Background: an optimization exercise with open tools, aiming at small area, a short achievable clock period and few clock cycles. Do not read the settings as production practice. The RTL was checked by simulation tests, not by an equivalence proof against the original design. Power and IR drop assume default switching activity.

Design tomasulo_cpu, start of the top module:
module tomasulo_cpu(
    input  wire        clk,
    input  wire        rst,
    input  wire [31:0] inst_i,
    output wire [31:0] inst_addr_o,
    output wire        inst_ce_o,
    input  wire [31:0] mem_data_i,
    input  wire        mem_valid_i,
    input  wire        mem_ready_i,
    output wire [31:0] mem_addr_o,
    output wire [31:0] mem_data_o,
    output wire        mem_we_o,
    output wire        mem_req_o,
    output wire [3:0]  mem_sel_o
);
Size: about 1400 flip-flops.
==> flow/config.mk <==
export PLATFORM = sky130hd
export DESIGN_NAME = tomasulo_cpu
export DESIGN_NICKNAME = tomasulo_cpu
export VERILOG_FILES = /design/flow/design.v
export SDC_FILE = /design/flow/constraint.sdc
export NUM_CORES = 8
export LEC_CHECK = 0
export ABC_AREA = 1
export CAP_MARGIN = 20
export CORE_MARGIN = 2
export CORE_UTILIZATION = 45
export PLACE_DENSITY = 0.6
export SLEW_MARGIN = 20
==> flow/constraint.sdc <==
create_clock -name core_clock -period 20.0 [get_ports {clk}]
set_input_delay 4.0000 -clock core_clock [delete_from_list [all_inputs] [get_ports {clk}]]
set_output_delay 4.0000 -clock core_clock [all_outputs]
set_load 0.01 [all_outputs]
standard.sh (not shown) runs the stock make flow with config.mk's settings and CLKGATE_MAP_FILE= SYNTH_SCRIPT=/design/flow/synth_recipe.tcl, a recipe that flattens the netlist after the stock synthesis.
==> flow/flow/run.sh <==
#!/bin/bash
# Own layout flow: the standard ORFS flow (standard.sh), with
#  - port buffers of a plain buffer cell (buf_2) instead of the default delay buffer,
#  - adders left to abc as plain logic (no full-adder cell mapping; registers unchanged), and
#  - ORFS's repair_timing asked for extra setup margin, so that the layout is optimised
#    for a short achieved period (the clock and its constraints are unchanged).
# make's full output goes to flow_make.log here; ORFS keeps each step's log under orfs/logs.
set -euo pipefail
bash standard.sh finish \
  SETUP_SLACK_MARGIN=13.5 \
  ADDER_MAP_FILE= \
  "BUFFER_PORTS_ARGS=-buffer_cell sky130_fd_sc_hd__buf_2" \
  > flow_make.log 2>&1
The baseline produced a clean layout.
Testbench counts at the start, summed over its fixed seeds: cycles 13,587.
Rerun with:
--- a/flow/flow/run.sh
+++ b/flow/flow/run.sh
@@ -10 +10 @@
-  SETUP_SLACK_MARGIN=13.5 \
+  SETUP_SLACK_MARGIN=14.8 \
=> Final area increases by 5.6%. Flip-flop and latch count is unchanged. Sequential share of layout area decreases by 2.2 points. Clock power is about the same.
Rerun with:
--- a/flow/flow/run.sh
+++ b/flow/flow/run.sh
@@ -10 +10 @@
-  SETUP_SLACK_MARGIN=14.8 \
+  SETUP_SLACK_MARGIN=14.5 \
--- a/flow/config.mk
+++ b/flow/config.mk
@@ -11,0 +12 @@
+export GPL_TIMING_DRIVEN = 1
=> Sequential power stays flat. Fmax hardly moves. Non-clock buffer count drops by 55. Synthesized cell count is unchanged. Worst setup slack is worse by 0.0045 ns.
Rerun with:
==> flow/run.sh (new file) <==
#!/bin/bash
# synth_recipe.tcl (not shown) runs the flow's synth.tcl, then flattens the netlist and writes it again
# the make line also repeats each setting of config.mk as NAME=value (left out here)
make -C /OpenROAD-flow-scripts/flow DESIGN_CONFIG=/design/flow/config.mk WORK_HOME=/design/flow/orfs CLKGATE_MAP_FILE= SYNTH_SCRIPT=/design/flow/synth_recipe.tcl finish
--- a/flow/config.mk
+++ b/flow/config.mk
@@ -12 +11,0 @@
-export GPL_TIMING_DRIVEN = 1
removed: flow/flow/run.sh
removed: flow/standard.sh
Core utilization shrinks by 1.8 points. Routed wire length increases by a few percent. First-iteration DRC count climbs by about a fifth. Global-route usage grows by 2.0 points. Power went up slightly. Setup slack gets worse by 1.9 ns. Via count is higher slightly.
Rerun with:
==> flow/flow/run.sh (new file) <==
#!/bin/bash
# Own layout flow: the standard ORFS flow (standard.sh), with
#  - port buffers of a plain buffer cell (buf_2) instead of the default delay buffer,
#  - adders left to abc as plain logic (no full-adder cell mapping; registers unchanged), and
#  - ORFS's repair_timing asked for extra setup margin, so that the layout is optimised
#    for a short achieved period (the clock and its constraints are unchanged).
# make's full output goes to flow_make.log here; ORFS keeps each step's log under orfs/logs.
set -euo pipefail
bash standard.sh finish \
  SETUP_SLACK_MARGIN=15.5 \
  ADDER_MAP_FILE= \
  "BUFFER_PORTS_ARGS=-buffer_cell sky130_fd_sc_hd__buf_2" \
  > flow_make.log 2>&1
==> flow/standard.sh (new file) <==
#!/bin/bash
# synth_recipe.tcl (not shown) runs the flow's synth.tcl, then flattens the netlist and writes it again
# the make line also repeats each setting of config.mk as NAME=value (left out here)
make -C /OpenROAD-flow-scripts/flow DESIGN_CONFIG=/design/flow/config.mk WORK_HOME=/design/flow/orfs CLKGATE_MAP_FILE= SYNTH_SCRIPT=/design/flow/synth_recipe.tcl "${@:-finish}"
removed: flow/run.sh
What happened: The changed run completed without violations; first-iteration DRC count decreases by about 9%; total power increases by about 1.2%; setup slack gains 2.0 ns; synthesized cell count increases by about 3%; count of clock-buffer cells in the layout decreases by 4; wire length hardly moves.

tomasulo_cpu, a different RTL version from the one above (not shown whole).
Size: roughly 10000 cells after synthesis, ~1400 flip-flops, roughly 84000 sq um of cells after synthesis.
// tomasulo_cpu
module tomasulo_cpu(
    input  wire        clk,
    input  wire        rst,
    input  wire [31:0] inst_i,
    output wire [31:0] inst_addr_o,
    output wire        inst_ce_o,
    input  wire [31:0] mem_data_i,
    input  wire        mem_valid_i,
    input  wire        mem_ready_i,
    output wire [31:0] mem_addr_o,
    output wire [31:0] mem_data_o,
    output wire        mem_we_o,
    output wire        mem_req_o,
    output wire [3:0]  mem_sel_o
);
clock: 20.0 ns
lec_check: 0
abc_area: 1
cap_margin: 20
core_margin: 2
core_utilization: 45
cts_cluster_diameter: 80
cts_cluster_size: 20
place_density: 0.6
slew_margin: 20
==> flow/flow/run.sh <==
#!/bin/bash
# Own layout flow: the standard ORFS flow (standard.sh), with
#  - port buffers of a plain buffer cell (buf_2) instead of the default delay buffer,
#  - adders left to abc as plain logic (no full-adder cell mapping; registers unchanged), and
#  - ORFS's repair_timing asked for extra setup margin, so that the layout is optimised
#    for a short achieved period (the clock and its constraints are unchanged).
# make's full output goes to flow_make.log here; ORFS keeps each step's log under orfs/logs.
set -euo pipefail
bash standard.sh finish \
  SETUP_SLACK_MARGIN=14.8 \
  ADDER_MAP_FILE= \
  "BUFFER_PORTS_ARGS=-buffer_cell sky130_fd_sc_hd__buf_2" \
  > flow_make.log 2>&1
The first run completed with no timing, DRC or antenna violations.
Testbench counts at the start, summed over its fixed seeds: cycles 13,401.
Next try:
Settings changed: PLACE_DENSITY 0.6 to 0.7.
After rerunning: Now the flow finished with capacitance limit, slew limit left. Total power came out lower by 2.0%. Flip-flop and latch count does not change. Via count fell by 0.65%. Utilization drops by 0.27 points. Final cell count falls by 0.41%. Design area is lower by 0.51%. Count of clock-buffer cells in the layout grows by 2.
Next try:
--- a/flow/flow/run.sh
+++ b/flow/flow/run.sh
@@ -10 +10 @@
-  SETUP_SLACK_MARGIN=14.8 \
+  SETUP_SLACK_MARGIN=15.1 \
Settings changed: CTS_CLUSTER_DIAMETER 80 to unset, CTS_CLUSTER_SIZE 20 to unset, PLACE_DENSITY 0.7 to 0.6.
After rerunning: This time the run finished with timing, DRC and antenna clean. First-iteration DRC count decreases by 2.7%. Global-route usage increases by 1.3 points. Worst setup slack gets worse by 0.090 ns. Fmax decreases by 1.6%. Area after synthesis is unchanged. Hold slack stays flat. Total power increases by 15%. Die area is unchanged. Via count increases by 1.0%.
Next try:
--- a/flow/flow/run.sh
+++ b/flow/flow/run.sh
@@ -10 +10 @@
-  SETUP_SLACK_MARGIN=15.1 \
+  SETUP_SLACK_MARGIN=14.8 \
Settings changed: CORE_UTILIZATION 45 to 35, CTS_CLUSTER_DIAMETER set to 80, CTS_CLUSTER_SIZE set to 20, PLACE_DENSITY 0.6 to 0.45.
Routed wire length rises by 5.8%.
Power went down by 9.1%.
Cell count is higher by 3.9%.
Non-clock buffer count is lower by 38.
Next try:
--- a/flow/flow/run.sh
+++ b/flow/flow/run.sh
@@ -10 +10 @@
-  SETUP_SLACK_MARGIN=14.8 \
+  SETUP_SLACK_MARGIN=15.0 \
Settings changed: CORE_UTILIZATION 35 to 40, PLACE_DENSITY 0.45 to 0.5.
What happened: Utilization went up by 5.6 points; first-iteration DRC count rose by 6.7%; design area went down by 0.43%; register-to-register slack improved by 0.23 ns; critical path depth goes down by 18; combinational power falls by 3.2%; wire length went down by 4.0%; cell count goes down by 2.5%.

==> what the ideal ports hide <==
The flow's constraints put no driver on any port. The routed layouts listed below were extracted and timed again, unchanged, in two steps.
Step 1: set_driving_cell puts a clkbuf_16 on clk and a buf_2 on each other input, an assumption about the parent block.
Step 2 also shifts input and output timing later by t, the mid clock arrival at the registers, as if the neighbouring blocks saw the same clock.
Slacks: ideal ports / drivers / drivers and shift; pairs: ideal ports / drivers.
run | shift t [ns] | setup WS [ns] | hold WS [ns] | worst register clock-pin slew, ns | worst slew at a driven data input, ns
the first run of note 1 | 0.921 | 13.237 / 13.237 / 12.772 | 0.469 / 0.469 / 0.469 | 0.07 / 0.07 | 0.06
the second run of note 1 | 0.954 | 14.292 / 14.183 / 13.365 | 0.445 / 0.445 / 0.445 | 0.07 / 0.07 | 0.21
the third run of note 1 | 0.954 | 14.288 / 14.277 / 13.405 | 0.469 / 0.469 / 0.469 | 0.07 / 0.07 | 0.09
the fourth run of note 1 | 0.925 | 12.435 / 12.502 / 11.577 | 0.463 / 0.463 / 0.463 | 0.07 / 0.07 | 0.12
the fifth run of note 1 | 0.922 | 14.398 / 14.304 / 13.438 | 0.469 / 0.469 / 0.469 | 0.08 / 0.08 | 0.19
the first run of note 2 | 0.893 | 14.346 / 14.273 / 13.380 | 0.468 / 0.468 / 0.468 | 0.10 / 0.10 | 0.17
the second run of note 2 | 0.893 | 14.387 / 14.302 / 13.422 | 0.468 / 0.468 / 0.468 | 0.10 / 0.10 | 0.18
the third run of note 2 | 0.953 | 14.297 / 14.225 / 13.273 | 0.468 / 0.468 / 0.468 | 0.07 / 0.07 | 0.20
the fourth run of note 2 | 0.916 | 14.378 / 14.293 / 13.388 | 0.473 / 0.473 / 0.473 | 0.09 / 0.09 | 0.18
the fifth run of note 2 | 0.919 | 14.378 / 14.277 / 13.456 | 0.464 / 0.464 / 0.464 | 0.09 / 0.09 | 0.19
The setup slack of the third run of note 2, which loses most, moves by -0.072 ns with the drivers and by -1.024 ns with both steps.
